From an optimization exercise on the open Yosys and OpenROAD flow, aimed at small area, a short achievable clock period and few clock cycles; shortcuts taken in it are not production practice.
Function was checked by simulation only, so behaviour that the tests miss may differ from the original.
Power figures rest on the tool's default switching activity, not on a simulated workload.

$ cat run.sh
#!/bin/bash
# synth_recipe.tcl (not shown) runs the flow's synth.tcl, then flattens the netlist and writes it again
# the make line also repeats each setting of config.mk as NAME=value (left out here)
make -C /OpenROAD-flow-scripts/flow DESIGN_CONFIG=/design/flow/config.mk WORK_HOME=/design/flow/orfs CLKGATE_MAP_FILE= SYNTH_SCRIPT=/design/flow/synth_recipe.tcl finish
$ cat config.mk
export PLATFORM = sky130hd
export DESIGN_NAME = Processor
export DESIGN_NICKNAME = Processor
export VERILOG_FILES = /design/flow/design.v
export SDC_FILE = /design/flow/constraint.sdc
export NUM_CORES = 4
export LEC_CHECK = 0
export CAP_MARGIN = 20
export CORE_MARGIN = 2
export CORE_UTILIZATION = 40
export PLACE_DENSITY = 0.6
export SLEW_MARGIN = 20
$ cat constraint.sdc
create_clock -name core_clock -period 4.0 [get_ports {clk}]
set_input_delay 0.8000 -clock core_clock [delete_from_list [all_inputs] [get_ports {clk}]]
set_output_delay 0.8000 -clock core_clock [all_outputs]
set_load 0.01 [all_outputs]
$ cat design.v
module Decoder (in, out);
input [2:0]in;
output [7:0] out;
wire [7:0] out;
assign out =
(in == 3'b000 ) ? 8'b0000_0001 :
(in == 3'b001 ) ? 8'b0000_0010 :
(in == 3'b010 ) ? 8'b0000_0100 :
(in == 3'b011 ) ? 8'b0000_1000 :
(in == 3'b100 ) ? 8'b0001_0000 :
(in == 3'b101 ) ? 8'b0010_0000 :
(in == 3'b110 ) ? 8'b0100_0000 :
(in == 3'b111 ) ? 8'b1000_0000 : 8'h00;
endmodule
module Mux16Bit(a,b,sel,out);
input [15:0] a,b;
input sel;
output [15:0]out;
assign out=(sel)?b:a;
endmodule
module Addition(input [15:0]Rs,
                 input [15:0]Rd,
                 input Enable,
                 output reg[2:0] Ccr,
                 output reg[15:0] Out
               );
always@ * begin
if( Enable==1'b1)
begin
 {Ccr[2],Out}=Rs+Rd;
Ccr[0] = (Out == 16'b0) ? 1'b1 : 1'b0 ;
Ccr[1] = (Out[15]== 1'b1) ? 1'b1 : 1'b0 ;
end
else begin
Out=16'b0;
Ccr=3'b0;
end
end
endmodule
module Ldm(input[15:0] ImmediateValue,input Enable,output reg[15:0] Out);
always@* begin
if(Enable == 1'b1) begin
Out = ImmediateValue;
end else begin
Out = 16'b0;
end
end
endmodule
module Not(input[15:0] Rs,input Enable,output reg[15:0] Out,output reg[2:0] Ccr);
always@* begin
Ccr[2] = 1'b0;
if(Enable == 1'b1) begin
Out = ~Rs;
if(Out == 16'b0) begin
Ccr[0] = 1'b1;
end else begin
Ccr[0] = 1'b0;
end
if(Out[15] == 1'b1) begin
Ccr[1] = 1'b1;
end else begin
Ccr[1] = 1'b0;
end
end else begin
Out = 16'b0;
Ccr = 3'b0;
end
end
endmodule
module Sw(input[15:0] ImmediateValue,input Enable,output reg[15:0] Out);
  always@*
  begin
    if(Enable == 1'b1)
    begin
      Out = ImmediateValue;
    end
    else
    begin
      Out = 16'b0;
    end
  end
endmodule
module ALU(input [15:0]Rs,
           input [15:0]Rd,
           input[2:0]AluOp,
            output[2:0] Ccr,
            output[15:0] Out
                 );
wire [7:0] DecOut;
wire [15:0] addOut, ldmOut, notOut, swOut;
wire [2:0] addCcr, notCcr;
 Decoder deco(AluOp,DecOut);
Addition addOp (Rs,Rd,DecOut[3], addCcr, addOut);
Ldm ldmOp (Rd ,DecOut[1], ldmOut);
 Not notOp ( Rd, DecOut[4], notOut, notCcr);
 Sw swOp( Rs,DecOut[2] ,swOut);
assign Out = addOut | ldmOut | notOut | swOut;
assign Ccr = addCcr | notCcr;
endmodule
module Execution(input [15:0]op1,
                 input [15:0]op2,
                 input[15:0]immediate,
                 input[2:0]AluOp,
                 input AluScr,
                 output[2:0] Ccr,
                 output[15:0]MemoryAddress,
                 output[15:0] Out
                 );
wire [15:0] Rd;
 Mux16Bit muxRd(op2,immediate,AluScr,Rd);
 ALU alu(op1,Rd,AluOp,Ccr, Out);
assign MemoryAddress=Rd;
endmodule
module controlUnit (
    input[4:0] opCode,
    output[4:0] aluOp,
    output RegWR, MemR, MemWR, aluSrc, ldm
  );
  assign aluSrc = ~opCode[4] & ~opCode[3] & ~opCode[2] & ~opCode[1] & opCode[0];
  assign MemR = 1'b0;
  assign ldm = aluSrc;
  assign aluOp = opCode;
  assign MemWR = ~opCode[4] & ~opCode[3] & ~opCode[2] & opCode[1] & ~opCode[0];
  assign RegWR = ~opCode[4] & ~opCode[3] & (opCode[2] & ~opCode[1] & ~opCode[0] | ~opCode[2] & opCode[0]);
endmodule
module RegFile_memo #(parameter N = 16) (write_enable, read_data1, read_data2, write_data, clk, rst, read_addr1, read_addr2, write_addr);
  input write_enable, clk, rst;
  input [N-1:0] write_data;
  output [N-1:0] read_data1;
  output [N-1:0] read_data2;
  input [2:0] read_addr1;
  input [2:0] read_addr2;
  input [2:0] write_addr;
  integer i;
  reg [N-1:0] arr_regs [7:0];
  always @(posedge clk, posedge rst)
  begin
    if(rst)
    begin
      for(i = 0; i < 8; i = i + 1)
        arr_regs[i] <= 0;
    end
    else if(write_enable)
      arr_regs[write_addr] <= write_data;
  end
  assign read_data1 = arr_regs[read_addr1];
  assign read_data2 = arr_regs[read_addr2];
endmodule
module ID #(parameter width = 16) (
    instruction, RW_sig_out, aluSrc_sig, MemWR_sig, MemR_sig, RW_Sig_in, Reg_data, aluOp_sig, op1, R_op2, I_op2, RW_Out_addr, RW_In_addr, clk, rst, ldm
  );
  input clk, rst;
  input [width - 1 : 0] instruction;
  wire [2 : 0] read_addr1, read_addr2;    
  output [15 : 0] op1, R_op2, I_op2;
  output [2 : 0] RW_Out_addr;   
  input [2 : 0] RW_In_addr;
  wire [4:0] opCode;
  output wire [4:0] aluOp_sig;
  output wire RW_sig_out, aluSrc_sig, MemWR_sig, MemR_sig;   
  input RW_Sig_in;
  input [15:0] Reg_data;
  output ldm;
  RegFile_memo
    RegFile_memo_dut (
      .write_enable ( RW_Sig_in ),
      .clk ( clk ),
      .rst ( rst ),
      .write_data (Reg_data ),
      .read_data1 (op1 ),
      .read_data2 (R_op2 ),
      .read_addr1 (read_addr1 ),
      .read_addr2 (read_addr2 ),
      .write_addr  ( RW_In_addr)
    );
  controlUnit
    controlUnit_dut (
      .opCode (opCode ),
      .aluOp (aluOp_sig ),
      .RegWR (RW_sig_out ),
      .MemR (MemR_sig ),
      .MemWR (MemWR_sig ),
      .aluSrc  ( aluSrc_sig),
      .ldm(ldm)
    );
  assign opCode = instruction  [width - 1 : width - 5];
  assign read_addr1 = instruction[width - 6 : width - 8];
  assign read_addr2 = instruction[width - 9 : width - 11];
  assign RW_Out_addr = instruction[width - 9 : width - 11];
  assign I_op2 = instruction[width - 1 : 0];
endmodule
module pcCircuit #(parameter addressWidth = 20) (
    clk, enable, rst, addR
  );
  input clk, enable, rst;
  output [addressWidth - 1 : 0] addR;   
  reg [addressWidth - 1 : 0] pc;
  always @(posedge clk, posedge rst)
  begin
    if(rst)
      pc <= 20'h20;
    else if (enable)
      pc <= pc + 1'b1;
  end
  assign addR = pc;
endmodule
module IF (
    clk, rst, enable, pc, imem_data, instruction
  );
  input clk, rst, enable;
  output [19:0] pc;
  input [15:0] imem_data;
  output [15:0] instruction;
  pcCircuit
    pcCircuit_dut (
      .clk (clk ),
      .enable (enable ),
      .rst ( rst ),
      .addR  ( pc )
    );
  assign instruction = imem_data;
endmodule
module WriteBack(input [15:0]Load,
                 input [15:0]Rd,
                 input Wb,
                 output wire[15:0] WriteData
               );
Mux16Bit mux(Rd,Load,Wb,WriteData);
endmodule
module Processor (
    clk, rst, start,
    imem_addr, imem_data,
    dmem_we, dmem_addr, dmem_wdata
  );
  input clk, rst, start;
  output [19:0] imem_addr;
  input  [15:0] imem_data;
  output        dmem_we;
  output [11:0] dmem_addr;
  output [15:0] dmem_wdata;
  wire [15:0] instruction;
  wire [19:0] pc;
  reg [15:0] IFIDReg;   
  reg [40:0] IDEReg;    
  reg [15:0] IDEImm;    
  wire MemR_sig, MemWR_sig, RW_sig_out, aluSrc_sig;
  wire [15:0] I_op2, R_op2, op1, Reg_data;
  wire [4:0] aluOp_sig;
  wire [2:0] RW_Out_addr;
  reg [32:0] EXMEMO_Reg;   
  reg [19:0] MEMOWB_Reg;   
  wire [2:0] Ccr;
  wire [15:0] MemoryAddress;
  wire [15:0] Out_Excute;
  reg fetch_enable;
  wire ldm;
  reg [2:0] current_state, next_state;
  localparam idle_state = 3'd0, fetch_state = 3'd1, decode_state = 3'd2, execute_state = 3'd3, memory_state = 3'd4, write_back_state = 3'd5;
  IF
    IF_dut (
      .clk (clk ),
      .rst ( rst ),
      .enable(fetch_enable),
      .pc (pc ),
      .imem_data (imem_data ),
      .instruction  ( instruction)
    );
  ID
    ID_dut (
      .instruction (IFIDReg),
      .op1 (op1 ),
      .R_op2 ( R_op2 ),
      .I_op2 ( I_op2 ),
      .RW_Out_addr (RW_Out_addr ),
      .RW_In_addr (MEMOWB_Reg[2:0]),
      .aluOp_sig (aluOp_sig ),
      .RW_sig_out (RW_sig_out ),
      .aluSrc_sig ( aluSrc_sig ),
      .MemWR_sig ( MemWR_sig ),
      .MemR_sig ( MemR_sig ),
      .RW_Sig_in (MEMOWB_Reg[3] & (current_state == write_back_state)),
      .Reg_data  ( Reg_data),
      .clk (clk ),
      .rst ( rst ),
      .ldm(ldm)
    );
  Execution  Execute(.op1( IDEReg[31:16]),
                     .op2( IDEReg[15:0]),
                     .immediate( IDEImm),
                     .AluOp( IDEReg[34:32]),
                     .AluScr( IDEReg[35]),
                     .Ccr(Ccr),
                     .MemoryAddress(MemoryAddress),
                     .Out(Out_Excute)
                    );
  assign dmem_we    = (current_state == memory_state) & EXMEMO_Reg[4];
  assign dmem_addr  = EXMEMO_Reg[16:5];
  assign dmem_wdata = EXMEMO_Reg[32:17];
  assign imem_addr  = pc;
  WriteBack Write_Back(.Load( MEMOWB_Reg[19:4]),
                       .Rd( 16'b0 ),
                       .Wb( MEMOWB_Reg[3]),
                       .WriteData(Reg_data)
                      );
  always @(*)
  begin
    fetch_enable = 1'b0;
    if (current_state == fetch_state)
      fetch_enable = 1'b1;
    if (current_state == decode_state && ldm)
      fetch_enable = 1'b1;
  end
  always @(posedge clk, posedge rst)
  begin
    if (rst)
    begin
      IFIDReg    <= 16'b0;
      IDEReg     <= 41'b0;
      IDEImm     <= 16'b0;
      EXMEMO_Reg <= 33'b0;
      MEMOWB_Reg <= 20'b0;
    end
    else
    begin
      case (current_state)
        fetch_state:
          IFIDReg <= instruction;
        decode_state:
        begin
          IDEReg <= {RW_sig_out, RW_Out_addr, MemWR_sig, aluSrc_sig, aluOp_sig[2:0], op1, R_op2};
          IDEImm <= instruction;
        end
        execute_state:
          EXMEMO_Reg <= {Out_Excute, MemoryAddress[11:0], IDEReg[36], IDEReg[40], IDEReg[39:37]};
        memory_state:
          MEMOWB_Reg <= {EXMEMO_Reg[32:17], EXMEMO_Reg[3], EXMEMO_Reg[2:0]};
        default: ;
      endcase
    end
  end
  always @(*)
  begin
    case (current_state)
      idle_state:       next_state = start ? fetch_state : idle_state;
      fetch_state:      next_state = decode_state;
      decode_state:     next_state = execute_state;
      execute_state:    next_state = memory_state;
      memory_state:     next_state = write_back_state;
      write_back_state: next_state = fetch_state;
      default:          next_state = idle_state;
    endcase
  end
  always @(posedge clk, posedge rst)
  begin
    if (rst)
      current_state <= idle_state;
    else
      current_state <= next_state;
  end
endmodule
==> impl_metrics.csv, run 1 <==
group,metric,value,unit
status,run_status,"complete, no violations",
drt,drt_wl_total,36200,um
clock_tree,cts_tree,"yes",
clock_tree,hold_buffers,0,
grt,grt_use_total,20.8,%
finish,final_cell_count_no_fill,1907,
finish,regArea,0.00681,mm^2
floorplanning,row_count,67,
worst_setup_path,crit_arrival,3540,ps
power,power_density,407,mW/mm^2
floorplanning,ioPinCount,68,
finish,layout-drive-gt1-share,11.8,%
finish,final_cell_mix,"nand2_1 (360), dfrtp_1 (270), o21ai_0 (213)",
synth,synth-seq-cells,272,
synth,netlist.area_leader.share,50.2,%
hold_path,min_from,"IDEReg[38]",
finish,num-nets-final,1473,
timing,rsz0062_at_grt,"false",
floorplanning,core_area,0.0334,mm^2
finish,area_growth,14.8,%
timing,setup_viol,0,
grt,grt_max_degree,62,
drt,vias,10400,
synth,yosys-top-cells-area,"dfrtp_1 (50%), nand2_1 (10%), o21ai_0 (7.9%), mux2_2 (4.2%), mux4_2 (3.5%)",
synth,synth_edf_count,0,
clock_tree,cts_root_buf,"clkbuf_16",
power,leakage,0.00682,uW
finish,multiInputGateArea,0.00605,mm^2
drt,drtPass1Iterations,5,
synth,async_flop_share,100,%
power,pwr-share-comb,8.8,%
worst_setup_path,required,4400,ps
power,power.total,6310,uW
clock_tree,cts_buffers,29,
finish,antennaDiodeCount,0,
clock_tree,path_clk_slew,60,ps
grt,antenna_found_initial,0,
power,pwr-share-clk,44.3,%
synth,synth_nets,1457,
drt,via_per_inst,5.43,
grt,grt_pass1_vias,10400,
drt,drcViolationCount,0,
floorplanning,die_y,188,um
drt,drt_iter0_drc,814,
timing,fin_crit,3140,ps
synth,synth_ff_type,"dfrtp_1",
synth,syn_inst,1421,
clock_tree,htreeDepth,1,
timing,post-route-period-util,78.6,%
worst_setup_path,cp-end-kind,"flop",
clock_tree,insertion_delay,550,ps
floorplanning,initial_core_util,40.5,%
timing,relSlewSlack,36.7,%
power,p_int,4790,uW
clock_tree,cts_resized,0,
job,drv_cap,0,
hold_path,hp-class,"flop to flop",
clock_tree,clk_path_buf_depth,3,
synth,syn_area,0.0135,mm^2
finish,final_util,46.5,%
worst_setup_path,r2r_start,"IDEReg[35]",
place,port_buffers,67,
power,seqPwrFrac,46.9,%
synth,yosys.area.top_type,"dfrtp_1",
drt,wl_per_cell,19.0,um
power,switching_share,24.2,%
synth,seq_area_frac_synth,50.4,%
timing,drv_slew,0,
timing,finalClockSkew,16.0,ps
synth,postSynthAreaPerCell,9.51,um^2
floorplanning,die_x,188,um
worst_setup_path,crit_type,"flop to flop",
timing,tightest_slew,946,ps
clock_tree,cts_setup_buffers,0,
power,switching_power,1530,uW
clock_tree,cts_sinks,272,
grt,grt_overflow,0,
drt,antenna_left,0,
power,peakVddDrop,0.271,mV
floorplanning,die_area,0.0353,mm^2
finish,n_fill_cell,3177,
timing,fmax,318,MHz
worst_setup_path,worstSetupStartpointType,"flop",
place,gp_congestion,0.893,
grt,grt_first_pass_wirelength,58900,um
place,dp_cells,1854,
timing,hold_viol_final,0,
synth,synth_cell_types,58,
synth,synth_warnings,8,
place,hpwl,24400,um
worst_setup_path,crit_fanout,10,
finish,layout_commonest_cell,"nand2_1",
worst_setup_path,crit_path_start,"IDEReg[35]",
==> area by class of cell <==
class | count | area share (%)
Tap cell | 448 | 3.61
Clock inverter | 15 | 1.15
Timing Repair Buffer | 105 | 6.56
Multi-Input combinational cell | 1009 | 39.0
Inverter | 20 | 0.508
Clock buffer | 38 | 5.28
Sequential cell | 272 | 43.9
==> per-layer routing <==
metal,vias to the layer above,track usage [%],routed length [um]
li1,4944,-,-
met2,301,33.6,16400
met3,72,2.88,2130
met1,5034,29.5,16900
met4,0,5.54,767
met5,-,0,0
==> sequential cells by signal, summed over array words and instances (netlist names) <==
name and flops:
EXMEMO_Reg 33, IDEImm 16, IDEReg 41, ID_dut.RegFile_memo_dut.arr_regs 128, IFIDReg 11, IF_dut.pcCircuit_dut.pc 20, MEMOWB_Reg 20, current_state 3
==> logic make-up after synthesis <==
group                    share of synthesized area, %
AO/OA/AOI/OAI                                    15.6
XOR/XNOR                                         2.14
adder cells (fa/ha/maj)                          1.63
buffers and inverters                            4.90
flip-flops                                       50.4
multiplexers                                     10.4
AND/OR/NAND/NOR                                  14.9
==> critical path: stages, from the launching register on <==
cell,delay [ps]
dfrtp_1,670
mux2i_1,370
inv_1,130
ha_1,310
a211oi_1,320
o211ai_1,190
a41oi_2,320
o21ai_1,160
a31oi_1,240
xnor2_1,150
o221ai_1,140
==> cells in the mapped netlist, drive strengths merged (2+ instances only) <==
| master | count |
|---|---|
| o31a | 2 |
| a22oi | 17 |
| clkbuf | 68 |
| and3 | 7 |
| nor3b | 2 |
| or3 | 9 |
| a21oi | 41 |
| o21a | 6 |
| inv | 19 |
| nand3b | 5 |
| nor2 | 54 |
| o21ai | 219 |
| xor2 | 7 |
| mux2 | 51 |
| nor2b | 7 |
| o221ai | 9 |
| nand3 | 11 |
| o31ai | 9 |
| mux2i | 36 |
| nand4b | 2 |
| o2bb2ai | 2 |
| ha | 16 |
| buf | 52 |
| mux4 | 21 |
| a21o | 8 |
| a211oi | 6 |
| nand2 | 360 |
| xnor2 | 26 |
| a221oi | 6 |
| nor3 | 6 |
| dfrtp | 271 |
| a31oi | 15 |
| o22ai | 15 |
| a22o | 4 |
| nand4 | 7 |
| o211ai | 2 |
| nand2b | 9 |
==> power by group through the flow <==
stage          clock [uW]  combinational [uW]  sequential [uW]
6_report             2800                 556             2960
5_1_grt              2990                 612             2970
4_1_cts              2860                 559             2960
3_5_place_dp            0                 556             3010
3_3_place_gp            0                 547             3000
2_1_floorplan           0                 367             2970
==> path summary, 6_finish.rpt <==
kind / endpoint / slack, ps / depth (start not counted)
setup reg to reg: EXMEMO_Reg[32] / 860 / 10
setup / recovery: EXMEMO_Reg[32] / 860 / 10
max in group asynchronous: IF_dut.pcCircuit_dut.pc[5] / 2380 / 3
hold / removal: EXMEMO_Reg[1] / 460 / 2
hold reg to reg: EXMEMO_Reg[1] / 460 / 2
min in group asynchronous: current_state[1] / 780 / 2
==> stage by stage <==
stage | TNS, ps | setup WS, ps | instance area (um^2) | hold slack [ps]
after floorplan | -106940 | -395 | 13500 | 437
after global placement | 0 | 931 | 14500 | 450
after detailed placement | 0 | 892 | 14500 | 457
after CTS | 0 | 876 | 15500 | 467
after global routing | 0 | 646 | 15500 | 487
final | 0 | 856 | 15500 | 461
Testbench counts, summed over its fixed seeds: cycles 39,608.
==> inputs of run 2 (changes only) <==
--- a/design.v
+++ b/design.v
@@ -238,123 +238,69 @@
   output        dmem_we;
   output [11:0] dmem_addr;
   output [15:0] dmem_wdata;
-  wire [15:0] instruction;
-  wire [19:0] pc;
-  reg [15:0] IFIDReg;   
-  reg [40:0] IDEReg;    
-  reg [15:0] IDEImm;    
-  wire MemR_sig, MemWR_sig, RW_sig_out, aluSrc_sig;
-  wire [15:0] I_op2, R_op2, op1, Reg_data;
-  wire [4:0] aluOp_sig;
-  wire [2:0] RW_Out_addr;
-  reg [32:0] EXMEMO_Reg;   
-  reg [19:0] MEMOWB_Reg;   
-  wire [2:0] Ccr;
-  wire [15:0] MemoryAddress;
-  wire [15:0] Out_Excute;
-  reg fetch_enable;
-  wire ldm;
-  reg [2:0] current_state, next_state;
-  localparam idle_state = 3'd0, fetch_state = 3'd1, decode_state = 3'd2, execute_state = 3'd3, memory_state = 3'd4, write_back_state = 3'd5;
-  IF
-    IF_dut (
-      .clk (clk ),
-      .rst ( rst ),
-      .enable(fetch_enable),
-      .pc (pc ),
-      .imem_data (imem_data ),
-      .instruction  ( instruction)
-    );
-  ID
-    ID_dut (
-      .instruction (IFIDReg),
-      .op1 (op1 ),
-      .R_op2 ( R_op2 ),
-      .I_op2 ( I_op2 ),
-      .RW_Out_addr (RW_Out_addr ),
-      .RW_In_addr (MEMOWB_Reg[2:0]),
-      .aluOp_sig (aluOp_sig ),
-      .RW_sig_out (RW_sig_out ),
-      .aluSrc_sig ( aluSrc_sig ),
-      .MemWR_sig ( MemWR_sig ),
-      .MemR_sig ( MemR_sig ),
-      .RW_Sig_in (MEMOWB_Reg[3] & (current_state == write_back_state)),
-      .Reg_data  ( Reg_data),
-      .clk (clk ),
-      .rst ( rst ),
-      .ldm(ldm)
-    );
-  Execution  Execute(.op1( IDEReg[31:16]),
-                     .op2( IDEReg[15:0]),
-                     .immediate( IDEImm),
-                     .AluOp( IDEReg[34:32]),
-                     .AluScr( IDEReg[35]),
-                     .Ccr(Ccr),
-                     .MemoryAddress(MemoryAddress),
-                     .Out(Out_Excute)
-                    );
-  assign dmem_we    = (current_state == memory_state) & EXMEMO_Reg[4];
-  assign dmem_addr  = EXMEMO_Reg[16:5];
-  assign dmem_wdata = EXMEMO_Reg[32:17];
-  assign imem_addr  = pc;
-  WriteBack Write_Back(.Load( MEMOWB_Reg[19:4]),
-                       .Rd( 16'b0 ),
-                       .Wb( MEMOWB_Reg[3]),
-                       .WriteData(Reg_data)
-                      );
-  always @(*)
-  begin
-    fetch_enable = 1'b0;
-    if (current_state == fetch_state)
-      fetch_enable = 1'b1;
-    if (current_state == decode_state && ldm)
-      fetch_enable = 1'b1;
-  end
+  reg        run;           
+  reg [19:0] pc;
+  reg [15:0] IR;            
+  reg        dv;            
+  reg [15:0] A, B;          
+  reg        e_we, e_add, e_not, e_std;
+  reg [2:0]  e_wa;
+  reg [15:0] R [0:7];
+  wire go = run | start;
+  wire [4:0] op = IR[15:11];
+  wire [2:0] rs = IR[10:8];
+  wire [2:0] rt = IR[7:5];
+  wire d_ldm = dv & (op == 5'd1);
+  wire d_std = dv & (op == 5'd2);
+  wire d_add = dv & (op == 5'd3);
+  wire d_not = dv & (op == 5'd4);
+  wire [15:0] sum    = A + B;
+  wire [15:0] result = e_add ? sum : (B ^ {16{e_not}});
+  wire [15:0] rd_s = (e_we && e_wa == rs) ? result : R[rs];
+  wire [15:0] rd_t = (e_we && e_wa == rt) ? result : R[rt];
   always @(posedge clk, posedge rst)
   begin
     if (rst)
     begin
-      IFIDReg    <= 16'b0;
-      IDEReg     <= 41'b0;
-      IDEImm     <= 16'b0;
-      EXMEMO_Reg <= 33'b0;
-      MEMOWB_Reg <= 20'b0;
+      run   <= 1'b0;
+      pc    <= 20'h20;
+      dv    <= 1'b0;
+      e_we  <= 1'b0;
+      e_std <= 1'b0;
     end
     else
     begin
-      case (current_state)
-        fetch_state:
-          IFIDReg <= instruction;
-        decode_state:
-        begin
-          IDEReg <= {RW_sig_out, RW_Out_addr, MemWR_sig, aluSrc_sig, aluOp_sig[2:0], op1, R_op2};
-          IDEImm <= instruction;
-        end
-        execute_state:
-          EXMEMO_Reg <= {Out_Excute, MemoryAddress[11:0], IDEReg[36], IDEReg[40], IDEReg[39:37]};
-        memory_state:
-          MEMOWB_Reg <= {EXMEMO_Reg[32:17], EXMEMO_Reg[3], EXMEMO_Reg[2:0]};
-        default: ;
-      endcase
+      run   <= go;
+      pc    <= pc + {19'b0, go};
+      dv    <= go & ~d_ldm;
+      e_we  <= d_ldm | d_add | d_not;
+      e_std <= d_std;
     end
   end
-  always @(*)
-  begin
-    case (current_state)
-      idle_state:       next_state = start ? fetch_state : idle_state;
-      fetch_state:      next_state = decode_state;
-      decode_state:     next_state = execute_state;
-      execute_state:    next_state = memory_state;
-      memory_state:     next_state = write_back_state;
-      write_back_state: next_state = fetch_state;
-      default:          next_state = idle_state;
-    endcase
-  end
-  always @(posedge clk, posedge rst)
+  always @(posedge clk)
   begin
-    if (rst)
-      current_state <= idle_state;
-    else
-      current_state <= next_state;
+    IR    <= imem_data;
+    A     <= rd_s;
+    B     <= d_ldm ? imem_data : rd_t;
+    e_wa  <= rt;
+    e_add <= d_add;
+    e_not <= d_not;
   end
+  genvar g;
+  generate
+    for (g = 0; g < 8; g = g + 1)
+    begin : regs
+      always @(posedge clk, posedge rst)
+      begin
+        if (rst)
+          R[g] <= 16'b0;
+        else if (e_we && e_wa == g)
+          R[g] <= result;
+      end
+    end
+  endgenerate
+  assign imem_addr  = pc;
+  assign dmem_we    = e_std;
+  assign dmem_addr  = B[11:0];
+  assign dmem_wdata = A;
 endmodule
==> run 2 against run 1 <==
  * Maximum frequency rose by 8.0%
  * Hold slack better by 16 ps
  * Sequential share of layout area down 4.1 points
  * Clock skew decreased by 5.4 ps
  * Clock-buffer cell count shrank 19
  * Critical path depth shrank 3
  * Utilization fell by 0.088 points
  * Total power fell by 17%
  * Via count fell by 17%
  * Worst setup slack improved by 230 ps
  * Sequential power decreased by 18%
  * Critical path type unchanged
  * Highest routed layer unchanged
==> impl_metrics.csv, run 2 <==
group,metric,value,unit
grt,grt_first_pass_wirelength,47100,um
power,pwr-share-comb,20.0,%
finish,area_growth,15.2,%
drt,via_per_inst,5.71,
timing,fin_crit,2910,ps
synth,yosysMostFrequentCell,"nand2_1",
power,switching_share,30.8,%
finish,layout_commonest_cell,"nand2_1",
power,peakVddDrop,0.289,mV
grt,grt_pass1_vias,8191,
clock_tree,cts_tree,"yes",
hold_path,hold_end,"run",
timing,post-route-period-util,72.8,%
drt,m1WireLength,13600,um
power,power_density,436,mW/mm^2
finish,multiInputGateArea,0.00518,mm^2
clock_tree,path_clk_slew,80,ps
drt,dr_wl_met3,1820,um
synth,synth_ff_type,"dfrtp_1",
finish,n_fill_cell,2454,
worst_setup_path,worstSetupStartpointType,"flop",
synth,async_flop_share,76.0,%
finish,antennaDiodeCount,0,
worst_setup_path,critical-path-slowest-cell,"o211ai_1",
synth,postSynthAreaPerCell,9.22,um^2
worst_setup_path,r2r_cells,7,
worst_setup_path,cp-end-kind,"flop",
finish,stdcell_area,0.0120,mm^2
timing,finalClockSkew,10.6,ps
clock_tree,cts_sinks,200,
finish,registers.top_by_ff_count,"R",
grt,grt_overflow,0,
power,seqPwrFrac,46.6,%
synth,yosys-top-cells-area,"dfrtp_1 (36%), dfxtp_1 (9.2%), o21ai_0 (7.9%), nand2_1 (6.8%), mux4_2 (4.5%)",
worst_setup_path,r2r_start,"B[0]",
clock_tree,cts_root_buf,"clkbuf_16",
floorplanning,initial_core_util,40.3,%
floorplanning,die_area,0.0273,mm^2
synth,synth_nets,1166,
timing,rsz0062_at_grt,"false",
synth,synth-seq-cells,200,
clock_tree,clk_path_buf_depth,2,
synth,syn_area,0.0104,mm^2
worst_setup_path,rrSetupSlack,1090,ps
grt,grt_use_total,22.8,%
finish,reg_top3,"R x128, pc x20",
power,pwr-share-clk,33.5,%
worst_setup_path,path_delay_family,"compound AO/OA/AOI/OAI gates",
clock_tree,htreeDepth,4,
power,leakage,0.00492,uW
floorplanning,core_area,0.0258,mm^2
hold_path,holdPathStages,1,
worst_setup_path,crit_arrival,3230,ps
drt,wl_per_cell,20.0,um
synth,netlist.area_leader.share,36.3,%
floorplanning,row_count,59,
timing,hold_viol_final,0,
worst_setup_path,crit_fanout,10,
synth,synth_warnings,2,
timing,drv_slew,0,
clock_tree,cts_setup_buffers,0,
timing,tightest_slew,1010,ps
synth,synth_cell_types,63,
synth,seq_area_frac_synth,45.8,%
hold_path,hp-class,"flop to flop",
power,switching_power,1610,uW
worst_setup_path,crit_chain,"ha_1 > fa_1 > a21o_1 > a221o_1 > o211ai_1 > o22a_1 > a21oi_1",
drt,antenna_left,0,
timing,relSlewSlack,32.4,%
clock_tree,cts_buffers,17,
timing,fmax,344,MHz
worst_setup_path,required,4320,ps
place,place_area,0.0114,mm^2
floorplanning,ioPinCount,68,
place,hpwl,20600,um
drt,highest_layer,"met4",
drt,drcViolationCount,0,
timing,setup-tns-final,0,ps
drt,drt_iter0_drc,719,
synth,synthTopCellsByCount,"nand2_1 (188), o21ai_0 (165), dfrtp_1 (151)",
synth,yosys.area.top_type,"dfrtp_1",
drt,drtPass1Iterations,6,
finish,num-nets-final,1197,
timing,whs,477,ps
worst_setup_path,cpPeakStageDelay,790,ps
timing,setup_viol,0,
place,port_buffers,67,
synth,syn_inst,1129,
place,gp_congestion,0.860,
place,dp_cells,1476,
hold_path,min_from,"run",
finish,final_cell_mix,"nand2_1 (188), o21ai_0 (165), dfrtp_1 (151)",
clock_tree,cts_resized,0,
clock_tree,hold_buffers,0,
floorplanning,die_y,165,um
clock_tree,insertion_delay,440,ps
drt,drt_wl_total,30100,um
worst_setup_path,critical_path_buf_inv_count,0,
finish,largest_register_ffs,128,
grt,antenna_found_initial,0,
floorplanning,die_x,165,um
worst_setup_path,crit_type,"flop to flop",
drt,vias,8613,
finish,regArea,0.00477,mm^2
job,drv_cap,0,
worst_setup_path,r2r_end,"B[8]",
finish,layout-drive-gt1-share,9.80,%
synth,synth_edf_count,0,
power,p_int,3620,uW
drt,wl_met2,13800,um
status,run_status,"complete, no violations",
grt,grt_max_degree,71,
finish,final_cell_count_no_fill,1508,
## run 2: cell types whose count changed after synthesis, sizes merged, moves of 21 or more
cell | before | now
nand2 | 360 | 188
o21ai | 219 | 177
o211ai | 2 | 34
dfxtp | 0 | 48
a21oi | 41 | 62
mux2 | 51 | 12
dfrtp | 271 | 151
## run 2: worst reg2reg max path, stage by stage (launching register included)
cell and delay (ps):
dfxtp_1 340, ha_1 240, fa_1 410, a21o_1 220, a221o_1 430, o211ai_1 790, o22a_1 280, a21oi_1 70
## run 2: power groups by stage
stage / sequential [uW] / combinational [uW] / clock (uW)
floorplan: 2440 / 680 / 0
global placement: 2470 / 1030 / 0
detailed placement: 2480 / 1040 / 0
CTS: 2440 / 1040 / 1780
global route: 2470 / 1160 / 1860
finish: 2440 / 1040 / 1750
## run 2: worst max-delay path by stage
stage          start  cells after the start      end  slack, ps
2_1_floorplan    rst                      1  R[0][0]       1280
3_3_place_gp   start                      9   pc[14]       1120
3_5_place_dp   start                      9   pc[18]       1080
4_1_cts         B[0]                      7     B[8]       1110
5_1_grt         B[0]                      7     B[8]        940
6_report        B[0]                      7     B[8]       1090
## run 2: kinds of logic after synthesis
family,Yosys count,share of synthesized area (%)
AOI/OAI and AO/OA,360,20.7
and+or+nand+nor,335,14.0
DFF,200,45.8
buffers and inverters,104,4.43
muxes,60,8.44
xor gates and xnor gates,52,4.45
adders and majority gates,18,2.24
## run 2: area by class of cell
type	count	area share, %
multi-input combinational	825	43.2
sequential	200	39.8
timing repair buffer	101	7.99
clock buffer	19	3.69
tap	335	3.50
clock inverter	13	1.32
inverter	15	0.501
## run 2: through the flow
step	util [%]	total power, uW	setup slack (ps)
floorplan	-	3120	1280
global placement	44.0	3500	1120
detailed placement	44.1	3520	1080
CTS	46.4	5260	1110
global route	46.4	5490	943
finish	46.4	5230	1090
## run 2: layer usage
layer | global-route usage (%) | up-vias
met2 | 36.3 | 291
met5 | 0 | -
met1 | 31.5 | 4177
met4 | 8.07 | 0
met3 | 3.82 | 54
li1 | - | 4091
Testbench counts of run 2, summed over its fixed seeds: cycles 9,893.
==> inputs of run 3 (changes only) <==
--- a/design.v
+++ b/design.v
@@ -238,63 +238,101 @@
   output        dmem_we;
   output [11:0] dmem_addr;
   output [15:0] dmem_wdata;
-  reg        run;           
-  reg [19:0] pc;
-  reg [15:0] IR;            
-  reg        dv;            
-  reg [15:0] A, B;          
-  reg        e_we, e_add, e_not, e_std;
-  reg [2:0]  e_wa;
+  reg        run;               
+  reg [19:0] pcx;               
+  wire [19:0] pc = pcx ^ 20'h20;
+  reg        d_ldm, d_std, d_add, d_not;
+  reg [2:0]  rt;                
+  reg [7:0]  sel_s, sel_t;      
+  reg        fa_add, fa_nadd;   
+  reg        fb_add, fb_nadd;   
+  reg [15:0] A, B;              
+  reg        e_add, e_pass, e_not, e_std;
+  reg [7:0]  e_wen;             
   reg [15:0] R [0:7];
   wire go = run | start;
-  wire [4:0] op = IR[15:11];
-  wire [2:0] rs = IR[10:8];
-  wire [2:0] rt = IR[7:5];
-  wire d_ldm = dv & (op == 5'd1);
-  wire d_std = dv & (op == 5'd2);
-  wire d_add = dv & (op == 5'd3);
-  wire d_not = dv & (op == 5'd4);
-  wire [15:0] sum    = A + B;
-  wire [15:0] result = e_add ? sum : (B ^ {16{e_not}});
-  wire [15:0] rd_s = (e_we && e_wa == rs) ? result : R[rs];
-  wire [15:0] rd_t = (e_we && e_wa == rt) ? result : R[rt];
+  wire [19:0] pc_next;
+  Inc20 pc_inc (.a(pc), .ci(go), .y(pc_next));
+  wire d_wr = d_ldm | d_add | d_not;
+  wire       n_val = go & ~d_ldm;
+  wire [4:0] n_op  = imem_data[15:11];
+  wire [2:0] n_rs  = imem_data[10:8];
+  wire [2:0] n_rt  = imem_data[7:5];
+  wire       n_ldm = n_op == 5'd1;
+  wire       hit_s = rt == n_rs;    
+  wire       hit_t = rt == n_rt;
+  wire [15:0] sum;
+  Adder16 add (.a(A), .b(B), .s(sum));
+  wire [15:0] bn     = B ^ {16{e_not}};
+  wire [15:0] bx     = bn & {16{e_pass}};
+  wire [15:0] result;    
+  LateOr16 res_or (.s(sum), .en(e_add), .e(bx), .y(result));
+  reg  [15:0] rf_s, rf_t;
+  integer k;
+  always @(*)
+  begin
+    rf_s = 16'b0;
+    rf_t = 16'b0;
+    for (k = 0; k < 8; k = k + 1)
+    begin
+      rf_s = rf_s | (R[k] & {16{sel_s[k]}});
+      rf_t = rf_t | (R[k] & {16{sel_t[k]}});
+    end
+  end
+  wire [15:0] early_s = rf_s | (bn & {16{fa_nadd}});
+  wire [15:0] early_t = rf_t | (bn & {16{fb_nadd}}) | (imem_data & {16{d_ldm}});
+  wire [15:0] rd_s, rd_t;
+  LateOr16 fwd_s (.s(sum), .en(fa_add), .e(early_s), .y(rd_s));
+  LateOr16 fwd_t (.s(sum), .en(fb_add), .e(early_t), .y(rd_t));
   always @(posedge clk, posedge rst)
   begin
     if (rst)
     begin
-      run   <= 1'b0;
-      pc    <= 20'h20;
-      dv    <= 1'b0;
-      e_we  <= 1'b0;
-      e_std <= 1'b0;
+      run    <= 1'b0;
+      pcx    <= 20'h0;
+      d_ldm  <= 1'b0;
+      d_std  <= 1'b0;
+      d_add  <= 1'b0;
+      d_not  <= 1'b0;
+      e_add  <= 1'b0;
+      e_pass <= 1'b0;
+      e_std  <= 1'b0;
+      e_wen  <= 8'hff;
     end
     else
     begin
-      run   <= go;
-      pc    <= pc + {19'b0, go};
-      dv    <= go & ~d_ldm;
-      e_we  <= d_ldm | d_add | d_not;
-      e_std <= d_std;
+      run    <= go;
+      pcx    <= pc_next ^ 20'h20;
+      d_ldm  <= n_val & (n_op == 5'd1);
+      d_std  <= n_val & (n_op == 5'd2);
+      d_add  <= n_val & (n_op == 5'd3);
+      d_not  <= n_val & (n_op == 5'd4);
+      e_add  <= d_add;
+      e_pass <= d_ldm | d_not;
+      e_std  <= d_std;
+      e_wen  <= ({8{d_wr}} & (8'b1 << rt)) | {8{~go}};
     end
   end
   always @(posedge clk)
   begin
-    IR    <= imem_data;
-    A     <= rd_s;
-    B     <= d_ldm ? imem_data : rd_t;
-    e_wa  <= rt;
-    e_add <= d_add;
-    e_not <= d_not;
+    rt      <= n_rt;
+    sel_s   <= (8'b1 << n_rs) & {8{~(d_wr & hit_s)}};
+    sel_t   <= (8'b1 << n_rt) & {8{~((d_wr & hit_t) | n_ldm)}};
+    fa_add  <= d_add & hit_s;
+    fa_nadd <= (d_ldm | d_not) & hit_s;
+    fb_add  <= d_add & hit_t & ~n_ldm;
+    fb_nadd <= (d_ldm | d_not) & hit_t & ~n_ldm;
+    A       <= rd_s;
+    B       <= rd_t;
+    e_not   <= d_not;
   end
   genvar g;
   generate
     for (g = 0; g < 8; g = g + 1)
     begin : regs
-      always @(posedge clk, posedge rst)
+      always @(posedge clk)
       begin
-        if (rst)
-          R[g] <= 16'b0;
-        else if (e_we && e_wa == g)
+        if (e_wen[g])
           R[g] <= result;
       end
     end
@@ -304,3 +342,158 @@
   assign dmem_addr  = B[11:0];
   assign dmem_wdata = A;
 endmodule
+module LateOr16 (s, en, e, y);
+  input  [15:0] s, e;
+  input         en;
+  output [15:0] y;
+  genvar i;
+  generate
+    for (i = 0; i < 16; i = i + 1)
+    begin : b
+      LateOr1 c (.s(s[i]), .en(en), .e(e[i]), .y(y[i]));
+    end
+  endgenerate
+endmodule
+module LateOr1 (s, en, e, y);
+  input s, en, e;
+  output y;
+  assign y = (s & en) | e;
+endmodule
+module Adder16 (a, b, s);
+  input  [15:0] a, b;
+  output [15:0] s;
+  wire [15:0] h;                         
+  wire [15:0] gn0, pn0;                  
+  wire [15:0] g1, p1;                    
+  wire [15:0] gn2, pn2;                  
+  wire [15:0] g3, p3;                    
+  wire [15:0] gn4;                       
+  genvar i;
+  generate
+    for (i = 0; i < 16; i = i + 1)
+    begin : bt
+      AddXor  hx (.a(a[i]), .b(b[i]), .y(h[i]));
+      AddNand gg (.a(a[i]), .b(b[i]), .y(gn0[i]));
+      AddNor  pp (.a(a[i]), .b(b[i]), .y(pn0[i]));
+      if (i >= 1) begin : l1
+        AddOai21 g (.a1(pn0[i]), .a2(gn0[i-1]), .b1(gn0[i]), .y(g1[i]));
+        AddNor   p (.a(pn0[i]), .b(pn0[i-1]), .y(p1[i]));
+      end else begin : l1
+        AddInv   g (.a(gn0[i]), .y(g1[i]));
+        AddInv   p (.a(pn0[i]), .y(p1[i]));
+      end
+      if (i >= 2) begin : l2
+        AddAoi21 g (.a1(p1[i]), .a2(g1[i-2]), .b1(g1[i]), .y(gn2[i]));
+        AddNand  p (.a(p1[i]), .b(p1[i-2]), .y(pn2[i]));
+      end else begin : l2
+        AddInv   g (.a(g1[i]), .y(gn2[i]));
+        AddInv   p (.a(p1[i]), .y(pn2[i]));
+      end
+      if (i >= 4) begin : l3
+        AddOai21 g (.a1(pn2[i]), .a2(gn2[i-4]), .b1(gn2[i]), .y(g3[i]));
+        AddNor   p (.a(pn2[i]), .b(pn2[i-4]), .y(p3[i]));
+      end else begin : l3
+        AddInv   g (.a(gn2[i]), .y(g3[i]));
+        assign p3[i] = 1'b0;
+      end
+      if (i >= 8) begin : l4
+        AddAoi21 g (.a1(p3[i]), .a2(g3[i-8]), .b1(g3[i]), .y(gn4[i]));
+      end else begin : l4
+        AddInv   g (.a(g3[i]), .y(gn4[i]));
+      end
+      if (i >= 1) begin : sm
+        AddXnor x (.a(h[i]), .b(gn4[i-1]), .y(s[i]));
+      end else begin : sm
+        assign s[i] = h[i];
+      end
+    end
+  endgenerate
+endmodule
+module AddXor (a, b, y);
+  input a, b;
+  output y;
+  assign y = a ^ b;
+endmodule
+module AddXnor (a, b, y);
+  input a, b;
+  output y;
+  assign y = ~(a ^ b);
+endmodule
+module AddNand (a, b, y);
+  input a, b;
+  output y;
+  assign y = ~(a & b);
+endmodule
+module AddNor (a, b, y);
+  input a, b;
+  output y;
+  assign y = ~(a | b);
+endmodule
+module AddInv (a, y);
+  input a;
+  output y;
+  assign y = ~a;
+endmodule
+module AddOai21 (a1, a2, b1, y);
+  input a1, a2, b1;
+  output y;
+  assign y = ~((a1 | a2) & b1);
+endmodule
+module AddAoi21 (a1, a2, b1, y);
+  input a1, a2, b1;
+  output y;
+  assign y = ~((a1 & a2) | b1);
+endmodule
+module Inc20 (a, ci, y);
+  input  [19:0] a;
+  input         ci;
+  output [19:0] y;
+  wire [3:0] ones;     
+  wire [4:0] cg;       
+  wire [19:0] c;       
+  genvar k, j;
+  generate
+    for (k = 0; k < 4; k = k + 1)
+    begin : grp
+      IncAnd4 o (.a(a[4*k]), .b(a[4*k+1]), .c(a[4*k+2]), .d(a[4*k+3]), .y(ones[k]));
+    end
+  endgenerate
+  assign cg[0] = ci;
+  IncAnd2 cg1 (.a(ci), .b(ones[0]), .y(cg[1]));
+  IncAnd3 cg2 (.a(ci), .b(ones[0]), .c(ones[1]), .y(cg[2]));
+  IncAnd4 cg3 (.a(ci), .b(ones[0]), .c(ones[1]), .d(ones[2]), .y(cg[3]));
+  IncAnd5 cg4 (.a(ci), .b(ones[0]), .c(ones[1]), .d(ones[2]), .e(ones[3]), .y(cg[4]));
+  generate
+    for (k = 0; k < 5; k = k + 1)
+    begin : bits
+      assign c[4*k] = cg[k];
+      IncAnd2 c1 (.a(cg[k]), .b(a[4*k]), .y(c[4*k+1]));
+      IncAnd3 c2 (.a(cg[k]), .b(a[4*k]), .c(a[4*k+1]), .y(c[4*k+2]));
+      IncAnd4 c3 (.a(cg[k]), .b(a[4*k]), .c(a[4*k+1]), .d(a[4*k+2]), .y(c[4*k+3]));
+      for (j = 0; j < 4; j = j + 1)
+      begin : x
+        AddXor s (.a(a[4*k+j]), .b(c[4*k+j]), .y(y[4*k+j]));
+      end
+    end
+  endgenerate
+endmodule
+module IncAnd2 (a, b, y);
+  input a, b;
+  output y;
+  assign y = a & b;
+endmodule
+module IncAnd3 (a, b, c, y);
+  input a, b, c;
+  output y;
+  assign y = a & b & c;
+endmodule
+module IncAnd4 (a, b, c, d, y);
+  input a, b, c, d;
+  output y;
+  assign y = a & b & c & d;
+endmodule
+module IncAnd5 (a, b, c, d, e, y);
+  input a, b, c, d, e;
+  output y;
+  assign y = a & b & c & d & e;
+endmodule
--- a/config.mk
+++ b/config.mk
@@ -7,6 +7,9 @@
 export LEC_CHECK = 0
 export CAP_MARGIN = 20
 export CORE_MARGIN = 2
-export CORE_UTILIZATION = 40
-export PLACE_DENSITY = 0.6
+export CORE_UTILIZATION = 45
+export PLACE_DENSITY = 0.65
+export SETUP_SLACK_MARGIN = 2.0
 export SLEW_MARGIN = 20
+export SYNTH_HIERARCHICAL = 1
+export SYNTH_MINIMUM_KEEP_SIZE = 0
==> run 3 against run 2 <==
  * Still clean
  * Synthesized area decreased by 3.5%
  * Global-route usage increased by 1.8 points
  * Sequential share of layout area increased by 10 points
  * Wire length decreased by 2.7%
  * Cell count decreased by 22%
  * Clock skew increased by 5.2 ps
  * Register-to-register slack improved by 960 ps
  * First-iteration DRC count decreased by 0.56%
  * Synthesized cell count decreased by 25%
  * Largest cell class is now registers
  * Largest power group unchanged
==> impl_metrics.csv, run 3 <==
group,metric,value,unit
floorplanning,die_x,153,um
grt,grt_max_degree,37,
finish,final_cell_mix,"edfxtp_1 (128), a22oi_1 (80), nand2_1 (63)",
synth,yosysMostFrequentCell,"edfxtp_1",
clock_tree,insertion_delay,530,ps
finish,layout_commonest_cell,"edfxtp_1",
timing,rsz0062_at_grt,"true",
synth,yosys.area.top_type,"edfxtp_1",
synth,synthMuxAreaShare,0,%
floorplanning,initial_core_util,45.9,%
timing,post-route-period-util,49.6,%
clock_tree,cts_sinks,220,
power,peakVddDrop,0.349,mV
place,port_buffers,67,
hold_path,holdPathStages,0,
floorplanning,core_area,0.0219,mm^2
synth,syn_area,0.0100,mm^2
synth,postSynthAreaPerCell,11.9,um^2
timing,fmax,504,MHz
timing,tightest_slew,1190,ps
synth,synth_warnings,8,
finish,registers.top_by_ff_count,"R",
place,gp_congestion,0.859,
clock_tree,cts_root_buf,"clkbuf_16",
finish,num-nets-final,904,
timing,setup-tns-final,0,ps
grt,grt_pass1_vias,7447,
synth,synth_ff_type,"edfxtp_1",
power,power_density,494,mW/mm^2
drt,antenna_left,0,
synth,yosys.area_share.simple,12.6,%
timing,drv_slew,0,
finish,area_growth,17.6,%
finish,antennaDiodeCount,0,
drt,drcViolationCount,0,
worst_setup_path,r2r_end,"R[7][15]",
drt,via_per_inst,6.19,
timing,relSlewSlack,20.6,%
synth,yosys-top-cells-area,"edfxtp_1 (38%), dfxtp_1 (11%), dfrtp_1 (7.0%), a22oi_1 (6.0%), xor2_1 (4.8%)",
clock_tree,path_clk_slew,60,ps
worst_setup_path,r2r_cells,7,
synth,synthAdderAreaFrac,0,%
worst_setup_path,cpPeakStageDelay,390,ps
synth,synth-seq-cells,220,
synth,synth_edf_count,128,
synth,synthTopCellsByCount,"edfxtp_1 (128), a22oi_1 (80), nand2_1 (63)",
hold_path,min_from,"d_std",
grt,grt_overflow,0,
drt,drt_iter0_drc,715,
worst_setup_path,required,3200,ps
worst_setup_path,critical-path-slowest-cell,"dfxtp_4",
floorplanning,row_count,54,
synth,seq_area_frac_synth,58.5,%
worst_setup_path,rrSetupSlack,2050,ps
grt,grt_use_total,24.6,%
worst_setup_path,r2r_start,"B[6]",
grt,grt_first_pass_wirelength,43900,um
synth,synth_nets,865,
worst_setup_path,critical_path_buf_inv_count,1,
synth,yosys.area_share.xor_xnor,6.36,%
floorplanning,die_y,153,um
status,run_status,"complete, no violations",
synth,synth_cell_types,44,
timing,setup_viol,0,
floorplanning,ioPinCount,68,
worst_setup_path,crit_arrival,1180,ps
clock_tree,cts_tree,"yes",
drt,drt_wl_total,29300,um
place,hpwl,17200,um
clock_tree,clk_path_buf_depth,3,
power,leakage,0.00473,uW
finish,n_fill_cell,1862,
synth,async_flop_share,16.4,%
timing,fin_crit,1980,ps
drt,vias,7317,
synth,synth_top_family_by_area,"compound AO/OA/AOI/OAI gates",
worst_setup_path,path_delay_family,"flip-flops",
worst_setup_path,cp-end-kind,"primary output",
hold_path,hp-class,"flop to flop",
clock_tree,htreeDepth,1,
floorplanning,die_area,0.0235,mm^2
hold_path,hold_end,"e_std",
timing,finalClockSkew,15.8,ps
finish,final_util,54.0,%
job,drv_cap,0,
drt,drtPass1Iterations,8,
finish,largest_register_ffs,128,
drt,wl_per_cell,24.8,um
worst_setup_path,worstSetupStartpointType,"flop",
synth,syn_inst,846,
clock_tree,cts_buffers,24,
grt,antenna_found_initial,0,
synth,netlist.area_leader.share,38.3,%
worst_setup_path,crit_chain,"dlygate4sd2_1",
synth,synth_compound_area_share,17.4,%
finish,reg_top3,"R x128, pcx x20",
worst_setup_path,crit_type,"flop to primary output",
finish,layout-drive-gt1-share,18.2,%
worst_setup_path,crit_fanout,5,
timing,hold_viol_final,0,
## run 3: changes by cell type after synthesis, moves of 21 or more
cell      previous run  this run
edfxtp_1             0       128
dfrtp_1            151        28
mux4_2              21         0
xor2_1              14        55
nor2_1              62        38
o21ai_0            165         7
nand2_1            188        63
mux2i_1             27         0
a22oi_1              5        80
a21o_1               3        48
o211ai_1            34         0
a21oi_1             58         0
## run 3: report_power, final
part / total, uW / internal (uW) / switching (uW)
registers: 2670 / 2500 / 170
clock network: 2300 / 1410 / 897
logic: 870 / 395 / 475
## run 3: metal layers
metal	track usage (%)	vias to the layer above	routed length (um)
met3	6.80	95	3530
met4	11.0	0	1170
met2	37.2	448	12900
li1	-	3238	-
met5	0	-	0
met1	33.2	3536	11700
## run 3: worst max-delay path by stage
| stage | startpoint | endpoint | slack [ps] | depth (start not counted) |
|---|---|---|---|---|
| floorplan | start | pcx[15] | 2040 | 5 |
| global placement | start | pcx[5] | 1290 | 7 |
| detailed placement | start | pcx[11] | 1290 | 6 |
| CTS | B[10] | dmem_addr[10] | 1990 | 1 |
| global route | B[6] | R[7][15] | 1900 | 7 |
| finish | B[1] | dmem_addr[1] | 2020 | 1 |
## run 3: layout make-up
class | instances | area [um^2] | share of cell area (%)
sequential | 220 | 5930 | 50.2
multi-input combinational | 527 | 3780 | 32.0
timing repair buffer | 92 | 840 | 7.11
clock buffer | 31 | 647 | 5.48
tap | 280 | 350 | 2.97
clock inverter | 13 | 186 | 1.58
inverter | 20 | 77.6 | 0.657
## run 3: kinds of logic after synthesis
kind of cell,Yosys count
xor gates and xnor gates,73
AOI/OAI and AO/OA,230
buffers and inverters,99
and+or+nand+nor,224
DFF,220
## run 3: Yosys stat by module, one instance, submodules excluded, a selection
module    times used  cells inside  flops+latches
AddAoi21          20             1              0
AddNand           26             1              0
AddNor            34             1              0
AddXnor           15             1              0
AddXor            36             1              0
Adder16            1             1              0
IncAnd2            6             1              0
IncAnd3            6             1              0
IncAnd4           10             1              0
## run 3: per-stage QoR
stage               total power, uW  hold slack [ps]  setup WS (ps)  instances  instance area, um^2
floorplan                      3190              331           2040        846                10000
global placement               3470              344           1290       1116                10600
detailed placement             3470              343           1290       1116                10600
CTS                            5800              367           1990       1179                11700
global route                   6050              376           1900       1183                11800
finish                         5840              363           2020       1183                11800
## run 3: repair_timing
action / 4_1_cts / 5_1_grt
setup buffers: 19 / 4
setup endpoints to repair: 160 / 142
hold buffers: 0 / 0
pin swaps: 2 / 3
gates resized for setup: 109 / 55
Testbench counts of run 3, summed over its fixed seeds: cycles 9,893.
==> inputs of run 4 (changes only) <==
==> flow/run.sh (new file) <==
#!/bin/bash
# The standard layout (standard.sh), with the input and output ports
# buffered by a plain buffer (sky130_fd_sc_hd__buf_2) instead of the cell
# the resizer picks by itself (a delay cell). Each tool's full output stays
# in orfs/logs/; make's own output goes to flow_make.log.
set -euo pipefail
export BUFFER_PORTS_ARGS="-buffer_cell sky130_fd_sc_hd__buf_2"
bash standard.sh finish > flow_make.log 2>&1
==> standard.sh (new file) <==
#!/bin/bash
# synth_recipe.tcl (not shown) runs the flow's synth.tcl, then flattens the netlist and writes it again
# the make line also repeats each setting of config.mk as NAME=value (left out here)
make -C /OpenROAD-flow-scripts/flow DESIGN_CONFIG=/design/flow/config.mk WORK_HOME=/design/flow/orfs CLKGATE_MAP_FILE= SYNTH_SCRIPT=/design/flow/synth_recipe.tcl "${@:-finish}"
--- a/config.mk
+++ b/config.mk
@@ -8,8 +8,10 @@
 export CAP_MARGIN = 20
 export CORE_MARGIN = 2
 export CORE_UTILIZATION = 45
+export CTS_CLUSTER_DIAMETER = 100
+export CTS_CLUSTER_SIZE = 30
 export PLACE_DENSITY = 0.65
-export SETUP_SLACK_MARGIN = 2.0
+export SETUP_SLACK_MARGIN = 2.25
 export SLEW_MARGIN = 20
 export SYNTH_HIERARCHICAL = 1
 export SYNTH_MINIMUM_KEEP_SIZE = 0
removed: run.sh
==> run 4 against run 3 <==
  * Utilization fell by 0.69 points
  * Sequential share of layout area is 1.1 points higher
  * Clock-buffer cell count down 16
  * Die area did not move
  * Register-to-register slack gained 96 ps
  * First-iteration DRC count up 25%
  * Synthesized area stayed put
  * Hold slack gained 3.5 ps
  * Total power down 15%
  * Via count increased by 2.3%
  * Cell count is 0.34% lower
  * Critical endpoint is now R[0][14]
  * Largest power group unchanged
==> impl_metrics.csv, run 4 <==
group,metric,value,unit
clock_tree,path_clk_slew,120,ps
worst_setup_path,required,4210,ps
clock_tree,cts_buffers,11,
finish,reg_top3,"R x128, pcx x20",
synth,netlist.area_leader.share,38.3,%
timing,tightest_slew,1110,ps
timing,setup_viol,0,
floorplanning,die_y,153,um
grt,grt_overflow,0,
synth,syn_inst,846,
synth,yosys.area_share.simple,12.6,%
grt,grt_use_total,24.8,%
drt,vias,7482,
floorplanning,core_area,0.0219,mm^2
clock_tree,cts_sinks,220,
place,port_buffers,67,
hold_path,hp-class,"flop to flop",
finish,layout_commonest_cell,"edfxtp_1",
grt,grt_first_pass_wirelength,44300,um
worst_setup_path,crit_type,"flop to flop",
floorplanning,die_area,0.0235,mm^2
grt,grt_pass1_vias,7318,
synth,synth_top_family_by_area,"compound AO/OA/AOI/OAI gates",
finish,final_cell_count_no_fill,1179,
worst_setup_path,cp-end-kind,"flop",
floorplanning,die_x,153,um
drt,antenna_left,0,
finish,n_fill_cell,1869,
synth,synth_edf_count,128,
job,drv_cap,0,
drt,wl_per_cell,25.3,um
hold_path,holdPathStages,0,
clock_tree,htreeDepth,1,
place,hpwl,17600,um
timing,fin_crit,1850,ps
finish,final_cell_mix,"edfxtp_1 (128), a22oi_1 (80), nand2_1 (59)",
timing,fmax,539,MHz
synth,yosys.area_share.xor_xnor,6.36,%
power,peakVddDrop,0.264,mV
finish,num-nets-final,914,
timing,setup-tns-final,0,ps
synth,synth_nets,865,
synth,synth_warnings,8,
synth,synth_ff_type,"edfxtp_1",
synth,synth-seq-cells,220,
synth,syn_area,0.0100,mm^2
timing,drv_slew,0,
finish,largest_register_ffs,128,
drt,via_per_inst,6.35,
synth,synth_compound_area_share,17.4,%
floorplanning,initial_core_util,45.9,%
timing,rsz0062_at_grt,"true",
finish,layout-drive-gt1-share,31.6,%
power,power_density,425,mW/mm^2
synth,synthMuxAreaShare,0,%
drt,drtPass1Iterations,5,
worst_setup_path,crit_path_start,"B[4]",
synth,postSynthAreaPerCell,11.9,um^2
place,dp_cells,1116,
synth,synthTopCellsByCount,"edfxtp_1 (128), a22oi_1 (80), nand2_1 (63)",
clock_tree,cts_root_buf,"clkbuf_16",
power,leakage,0.00468,uW
timing,relSlewSlack,25.7,%
finish,antennaDiodeCount,0,
worst_setup_path,r2r_cells,7,
worst_setup_path,crit_fanout,8,
synth,seq_area_frac_synth,58.5,%
finish,registers.top_by_ff_count,"R",
worst_setup_path,r2r_start,"B[4]",
finish,area_growth,16.1,%
synth,synth_cell_types,44,
timing,post-route-period-util,46.3,%
drt,drt_iter0_drc,895,
clock_tree,clk_path_buf_depth,3,
timing,whs,366,ps
timing,finalClockSkew,20.8,ps
status,run_status,"complete, no violations",
floorplanning,ioPinCount,68,
place,gp_congestion,0.869,
drt,drt_wl_total,29800,um
clock_tree,cts_tree,"yes",
synth,synthAdderAreaFrac,0,%
synth,yosys-top-cells-area,"edfxtp_1 (38%), dfxtp_1 (11%), dfrtp_1 (7.0%), a22oi_1 (6.0%), xor2_1 (4.8%)",
clock_tree,insertion_delay,480,ps
synth,yosysMostFrequentCell,"edfxtp_1",
grt,grt_max_degree,32,
hold_path,min_from,"d_std",
grt,antenna_found_initial,0,
drt,drcViolationCount,0,
floorplanning,row_count,54,
timing,hold_viol_final,0,
synth,yosys.area.top_type,"edfxtp_1",
worst_setup_path,crit_arrival,2060,ps
synth,async_flop_share,16.4,%
worst_setup_path,worstSetupStartpointType,"flop",
-- run 4: power breakdown --
part,leakage (uW),total [uW],switching (uW),internal (uW)
Combinational,0.00241,1060,553,506
Sequential,0.00212,2660,167,2490
Clock,0.000152,1240,705,530
-- run 4: path summary, 6_finish.rpt --
path                             to  slack [ps]
max                        R[0][14]        2150
max in group asynchronous  e_wen[2]        2740
min in group asynchronous    pcx[6]         490
max reg2reg                R[0][14]        2150
min                           e_std         370
min reg2reg                   e_std         370
-- run 4: final cells by class --
| type | count | area [um^2] | share of cell area [%] |
|---|---|---|---|
| clock buffers | 15 | 290 | 2.49 |
| inverters | 20 | 76.3 | 0.654 |
| well taps | 280 | 350 | 3.00 |
| clock inverters | 2 | 23.8 | 0.204 |
| flip-flops and latches | 220 | 5990 | 51.4 |
| multi-input cells | 527 | 4040 | 34.7 |
| repair buffers | 115 | 887 | 7.61 |
-- run 4: per-layer routing --
layer	global-route usage [%]	wire, um	part of all wire, %	vias to the layer above
li1	-	-	-	3251
met1	34.7	11800	40	3672
met2	38.8	13500	45	472
met3	4.31	3430	11	87
met4	9.61	1120	3.8	0
met5	0	0	0	-
-- run 4: logic make-up (layout without fill, tap and decap cells) --
logic type,after synthesis,in the layout
AOI/OAI and AO/OA,230,230
and+or+nand+nor,224,224
DFF,220,220
buffers and inverters,99,152
xor gates and xnor gates,73,73
-- run 4: critical path: stages (launching register included) --
cell and delay, ps:
dfxtp_4 390, nor2_4 220, nor2_4 60, a21oi_2 180, o21ai_2 90, a21oi_2 210
xnor2_2 140, a21o_1 290
-- run 4: what timing repair did --
action / CTS / global route
endpoints found under the setup margin: 194 / 184
resized for setup: 155 / 31
setup buffers: 34 / 12
pin swaps: 22 / 12
hold buffers: 0 / 0
-- run 4: through the flow --
step	worst slack [ps]	total power (uW)	utilization, %	instance area (um^2)
after detailed placement	1940	3400	47.2	10300
after floorplan	2220	3200	-	10100
after global placement	1970	3400	47.2	10300
after global routing	2090	5160	53.3	11700
after CTS	2120	4890	52.4	11500
final	2150	4950	53.3	11700
-- run 4: modules after synthesis (local to each module, per instance), excerpt --
| module | copies in the design | cells inside | area, um^2 | flip-flops and latches |
|---|---|---|---|---|
| IncAnd4 | 10 | 1 | 8.76 | 0 |
| AddXnor | 15 | 1 | 8.76 | 0 |
| AddInv | 15 | 1 | 3.75 | 0 |
| IncAnd5 | 1 | 3 | 12.5 | 0 |
| IncAnd3 | 6 | 1 | 6.26 | 0 |
| AddOai21 | 25 | 1 | 5.00 | 0 |
| LateOr1 | 48 | 1 | 7.51 | 0 |
| Adder16 | 1 | 1 | 7.51 | 0 |
| Processor | 1 | 601 | 8470 | 220 |
| AddNand | 26 | 1 | 3.75 | 0 |
| AddXor | 36 | 1 | 8.76 | 0 |
| AddAoi21 | 20 | 1 | 8.76 | 0 |
| AddNor | 34 | 1 | 3.75 | 0 |
| IncAnd2 | 6 | 1 | 6.26 | 0 |

==> port drivers added, routing unchanged <==
In the flow no input, the clock included, has a driving cell. The finished layouts below were timed again as built, in two steps. Step 1: set_driving_cell puts a clkbuf_16 on clk and a buf_2 on each other input, an assumption about the parent block. Step 2, shift: input delay + t, output delay - t, t = (earliest + latest rising clock arrival at the registers) / 2. This alone moves slack from input paths to output paths. a / b / c = no drivers / after step 1 / after step 2; a / b = the first two.
run	t (ns)	slack for setup (ns)	clock arrival spread, ns
run 1	0.588	0.856 / 0.856 / 0.856	0.016 / 0.016
run 2	0.487	1.089 / 1.089 / 1.055	0.012 / 0.012
run 3	0.562	2.016 / 1.974 / 1.560	0.016 / 0.016
run 4	0.510	2.146 / 2.113 / 1.910	0.022 / 0.021
After both steps every run listed still meets setup and hold. The setup slack of run 3, which loses most, moves by -0.042 ns with the drivers and by -0.456 ns with both steps.
